Context: an optimization exercise on an open-source flow, tuned for small area. The choices shown serve that exercise and are no tape-out recipe. In this exercise RTL edits were held to simulation tests only and were not proved equivalent to the original. No driver is modelled on the clock port, so clock power and skew are understated where the tree is cut down; a real chip needs a root buffer or a tree. Power figures rest on the tool's default switching activity, not on a simulated workload.

P:
==> flow/design.v <==
module debouncer(clk, rst, trigger, PB_down);
    input clk, rst, trigger;
    output PB_down;
    localparam [15:0] INV = 16'hAAAA;
    reg PB_sync_0, PB_sync_1_n, PB_state;
    reg [15:0] PB_cnt_q;
    wire [15:0] PB_cnt = PB_cnt_q ^ INV;
    wire PB_sync_1 = ~PB_sync_1_n;
    wire PB_idle = (PB_state == PB_sync_1);
    wire low_zero = ~|PB_cnt[14:0];
    wire PB_cnt_max = PB_cnt[15] & low_zero;
    wire fb = PB_cnt[15] ^ PB_cnt[14] ^ PB_cnt[12] ^ PB_cnt[3] ^ low_zero;
    always @(posedge clk) begin
        PB_sync_0 <= ~rst & ~trigger;
        PB_sync_1_n <= rst | ~PB_sync_0;
        PB_cnt_q <= PB_idle ? INV : ({PB_cnt[14:0], fb} ^ INV);
        PB_state <= ~rst & (PB_cnt_max ? PB_sync_1 : PB_state);
    end
    assign PB_down = PB_cnt_max & PB_sync_1 & ~PB_state;
endmodule
module clkdiv(clk_100MHz, rst, tick_1kHz);
    input clk_100MHz;
    input rst;
    output tick_1kHz;
    localparam [15:0] INV = 16'hAAAA;
    reg [15:0] counter1_q;
    wire [15:0] counter1 = counter1_q ^ INV;
    reg clk_1kHz;
    localparam [15:0] START = 16'h1fd4;
    wire wrap = ((counter1 & 16'hfbde) == (16'h8897 & 16'hfbde));
    wire fb = ~(counter1[15] ^ counter1[14] ^ counter1[12] ^ counter1[3]);
    assign tick_1kHz = wrap & ~clk_1kHz;
    always @(posedge clk_100MHz) begin
        counter1_q <= (rst | wrap) ? (START ^ INV) : ({counter1[14:0], fb} ^ INV);
        clk_1kHz <= ~rst & (clk_1kHz ^ wrap);
    end
endmodule
module fsm(
    input [5:0] in,
    input rst,
    input clk,
    output reg [1:0] floor,
    output reg [1:0] dir,
    output reg busy
    );
    reg [1:0] dest_floor;
    reg mode;
    reg [15:0] counter;
    wire reset = mode & ~busy;
    wire moving = mode & busy;
    wire run = mode | busy;
    wire hit = ((counter & 16'hf8ff) == (16'hcbda & 16'hf8ff));
    wire fb = ~(counter[15] ^ counter[14] ^ counter[11] ^ counter[0]);
    wire step = ~rst & run & ~hit;
    wire keep = ~rst & ~run;
    wire [2:0] lo = in[2:0], hi = in[5:3];
    wire lo_one = (lo == 3'b001) | (lo == 3'b010) | (lo == 3'b100);
    wire hi_one = (hi == 3'b001) | (hi == 3'b010) | (hi == 3'b100);
    wire req = (lo_one & ~|hi) | (hi_one & ~|lo);
    wire [2:0] sel = lo | hi;
    wire [1:0] req_floor = {sel[1] | sel[2], sel[2]};
    wire [1:0] nf = {floor[0] | dest_floor[1], floor[1] & dest_floor[0]};
    wire go_up = (dest_floor[1] & ~floor[1]) | (dest_floor[0] & ~floor[0]);
    wire go_down = (~dest_floor[1] & floor[1]) | (~dest_floor[0] & floor[0]);
    always @(posedge clk) begin
        counter <= ({16{step}} & {counter[14:0], fb}) | ({16{keep}} & counter);
        mode <= rst | (reset & ~hit) | (busy & (floor != dest_floor) & (~mode | ~hit));
        busy <= ~rst & (busy ? (floor != dest_floor) : (req & ~mode));
        dir <= {~rst & moving & go_up, ~rst & ((reset & ~hit) | (moving & go_down))};
        if (rst) floor <= 2'b00;
        else if (moving & hit) floor <= nf;
        if (!busy) dest_floor <= req_floor;
    end
endmodule
module binary_to_segment(show_dir, show_floor, code, seven);
    input show_dir, show_floor;
    input [1:0] code;
    output [6:0] seven;
    wire a = code[1], b = code[0];
    wire idle_dir = show_dir & ~a & ~b;
    assign seven[6] = (show_floor & ~a) | (show_dir & ~b);
    assign seven[5] = idle_dir;
    assign seven[4] = (show_floor & a & ~b) | idle_dir;
    assign seven[3] = (show_floor | show_dir) & ~a;
    assign seven[2] = (show_floor & (~a | b)) | idle_dir;
    assign seven[1] = show_floor | idle_dir;
    assign seven[0] = (show_floor & ~a) | (show_dir & (a | b));
endmodule
module seven_alternate (floor, dir, show_dir, show_floor, code, clk, rst, en);
    input [1:0] floor;
    input [1:0] dir;
    output reg show_dir;
    output reg show_floor;
    output reg [1:0] code;
    input clk;
    input rst;
    input en;
    always @(posedge clk)
        if (rst) begin
            show_dir <= 1'b0;
            show_floor <= 1'b0;
        end else if (en) begin
            show_dir <= ~show_dir;
            show_floor <= show_dir;
        end
    always @(posedge clk)
        if (en) code <= show_dir ? floor : dir;
endmodule
module LED_display(floor, dir, hex, AN, clk, rst, en);
    input [1:0] dir;
    input [1:0] floor;
    output [6:0] hex;
    output [3:0] AN;
    input clk;
    input rst;
    input en;
    wire show_dir, show_floor;
    wire [1:0] code;
    seven_alternate s1 (floor, dir, show_dir, show_floor, code, clk, rst, en);
    binary_to_segment b1 (show_dir, show_floor, code, hex);
    assign AN = {show_floor, show_dir | show_floor, show_dir | show_floor, show_dir};
endmodule
module TopModule(
    input [5:0] in,
    input clk,
    input reset,
    output [6:0] NUM,
    output [3:0] AN,
    output busy,
    output wire [5:0] in2
    );
    wire tick_1kHz;
    wire [1:0] floor;
    wire [1:0] dir;
    debouncer d1(.clk(clk), .rst(reset), .trigger(in[0]), .PB_down(in2[0]));
    debouncer d2(.clk(clk), .rst(reset), .trigger(in[1]), .PB_down(in2[1]));
    debouncer d3(.clk(clk), .rst(reset), .trigger(in[2]), .PB_down(in2[2]));
    debouncer d4(.clk(clk), .rst(reset), .trigger(in[3]), .PB_down(in2[3]));
    debouncer d5(.clk(clk), .rst(reset), .trigger(in[4]), .PB_down(in2[4]));
    debouncer d6(.clk(clk), .rst(reset), .trigger(in[5]), .PB_down(in2[5]));
    clkdiv clgfat(.clk_100MHz(clk), .rst(reset), .tick_1kHz(tick_1kHz));
    fsm f1(.in(in2), .rst(reset), .clk(clk), .floor(floor), .dir(dir), .busy(busy));
    LED_display randall(.dir(dir), .floor(floor), .hex(NUM), .AN(AN), .clk(clk), .rst(reset), .en(tick_1kHz));
endmodule
==> flow/config.mk <==
export PLATFORM = sky130hd
export DESIGN_NAME = TopModule
export DESIGN_NICKNAME = TopModule
export VERILOG_FILES = /design/flow/design.v
export SDC_FILE = /design/flow/constraint.sdc
export NUM_CORES = 4
export LEC_CHECK = 0
export CAP_MARGIN = 0
export CORE_MARGIN = 2
export CORE_UTILIZATION = 75
export SLEW_MARGIN = 0
==> flow/constraint.sdc <==
create_clock -name core_clock -period 10.0 [get_ports {clk}]
set_input_delay 2.0000 -clock core_clock [delete_from_list [all_inputs] [get_ports {clk}]]
set_output_delay 2.0000 -clock core_clock [all_outputs]
set_load 0.01 [all_outputs]
standard.sh (not shown) runs the stock make flow with config.mk's settings and CLKGATE_MAP_FILE= SYNTH_SCRIPT=/design/flow/synth_recipe.tcl, a recipe that flattens the netlist after the stock synthesis.
==> flow/flow/run.sh <==
#!/bin/bash
# Own flow: the standard layout (standard.sh) with three changes:
#  - synthesis maps logic with flow/abc_area.script (area-oriented ABC mapping)
#    in place of ORFS's speed script; everything else in synthesis is ORFS's
#    own scripts, copied unchanged into scripts/ here;
#  - port buffers use the smallest buffer cell;
#  - the clock tree is built by flow/cts_pre.tcl instead of TritonCTS: the
#    clock port drives one inv_8, which drives four inv_16, each of which
#    drives a quarter of the flip-flops.
# All tool output goes to standard_make.log and ORFS's own logs.
set -euo pipefail
here=$(pwd)
rm -rf "$here/scripts"
cp -r "$FLOW_HOME/scripts" "$here/scripts"
cp "$here/flow/abc_area.script" "$here/scripts/abc_speed.script"
bash standard.sh \
  "SCRIPTS_DIR=$here/scripts" \
  "BUFFER_PORTS_ARGS=-buffer_cell sky130_fd_sc_hd__buf_1" \
  "PRE_CTS_TCL=$here/flow/cts_pre.tcl" \
  CTS_LEAVES=4 CTS_ROOT=1 CTS_LEAF_CELL=sky130_fd_sc_hd__inv_16 CTS_ROOT_CELL=sky130_fd_sc_hd__inv_8 \
  finish > standard_make.log 2>&1
Other scripts of this flow, unchanged in this note and not shown: flow/flow/abc_area.script, flow/flow/cts_pre.tcl
Both conditions hold for P: the flow ran to the end and the final layout passed the timing, design-rule and antenna checks.
Inputs modified between P and T:
# P
export LEC_CHECK = 0
export CAP_MARGIN = 0
export CORE_MARGIN = 2
export CORE_UTILIZATION = 75
export SLEW_MARGIN = 0
create_clock -name core_clock -period 10.0 [get_ports {clk}]
# T
export LEC_CHECK = 0
export CAP_MARGIN = 0
export CORE_MARGIN = 2
export CORE_UTILIZATION = 85
export SLEW_MARGIN = 0
create_clock -name core_clock -period 10.0 [get_ports {clk}]
-- flow/flow/run.sh --
<<< P, line 6
#  - port buffers use the smallest buffer cell;
#  - the clock tree is built by flow/cts_pre.tcl instead of TritonCTS: the
#    clock port drives one inv_8, which drives four inv_16, each of which
#    drives a quarter of the flip-flops.
# All tool output goes to standard_make.log and ORFS's own logs.
>>> T, line 6
#  - port buffers use the smallest buffer cell;
#  - the clock tree is built by flow/cts_pre.tcl (a few large clock buffers)
#    instead of TritonCTS.
# All tool output goes to standard_make.log and ORFS's own logs.
[summary]
Summary of T over P: flip-flop and latch count neither gained nor lost much, power density over the cells neither gained nor lost much, average detailed-routed wire length per instance picked up an extra about 22%, power in sequential cells neither gained nor lost much, post-route fraction of the period consumed by the critical path neither gained nor lost much. Number of non-filler instances in the completed layout of P is on par with T. T: number of global-route vias before repair higher than P.
In every run of this note, the design's own scripts or RTL, not TritonCTS, make the clock network.

==> static timing again, ports no longer ideal <==
How much do the figures lean on ideal ports? The routed layouts below were timed once more, with nothing changed but the port constraints. Step 1: set_driving_cell puts a clkbuf_16 on clk and a buf_2 on each other input, an assumption about the parent block. Step 2 adds t to the input delays and takes it off the output delays; t is the mean of the earliest and latest rising clock arrival at the registers after step 1. Input paths then give back, and output paths get back, about the clock's delay inside the block. Slacks: ideal / step 1 / step 2; pairs: ideal / step 1.
| run | t, ns | setup slack, ns | worst slew at a driven data input, ns | pins driven straight from the clock port |
|---|---|---|---|---|
| P | 0.254 | 5.806 / 5.759 / 6.013 | 0.03 | 1 |
| T | 0.255 | 5.804 / 5.756 / 6.011 | 0.04 | 1 |
After both steps setup and hold are still met in every run listed.
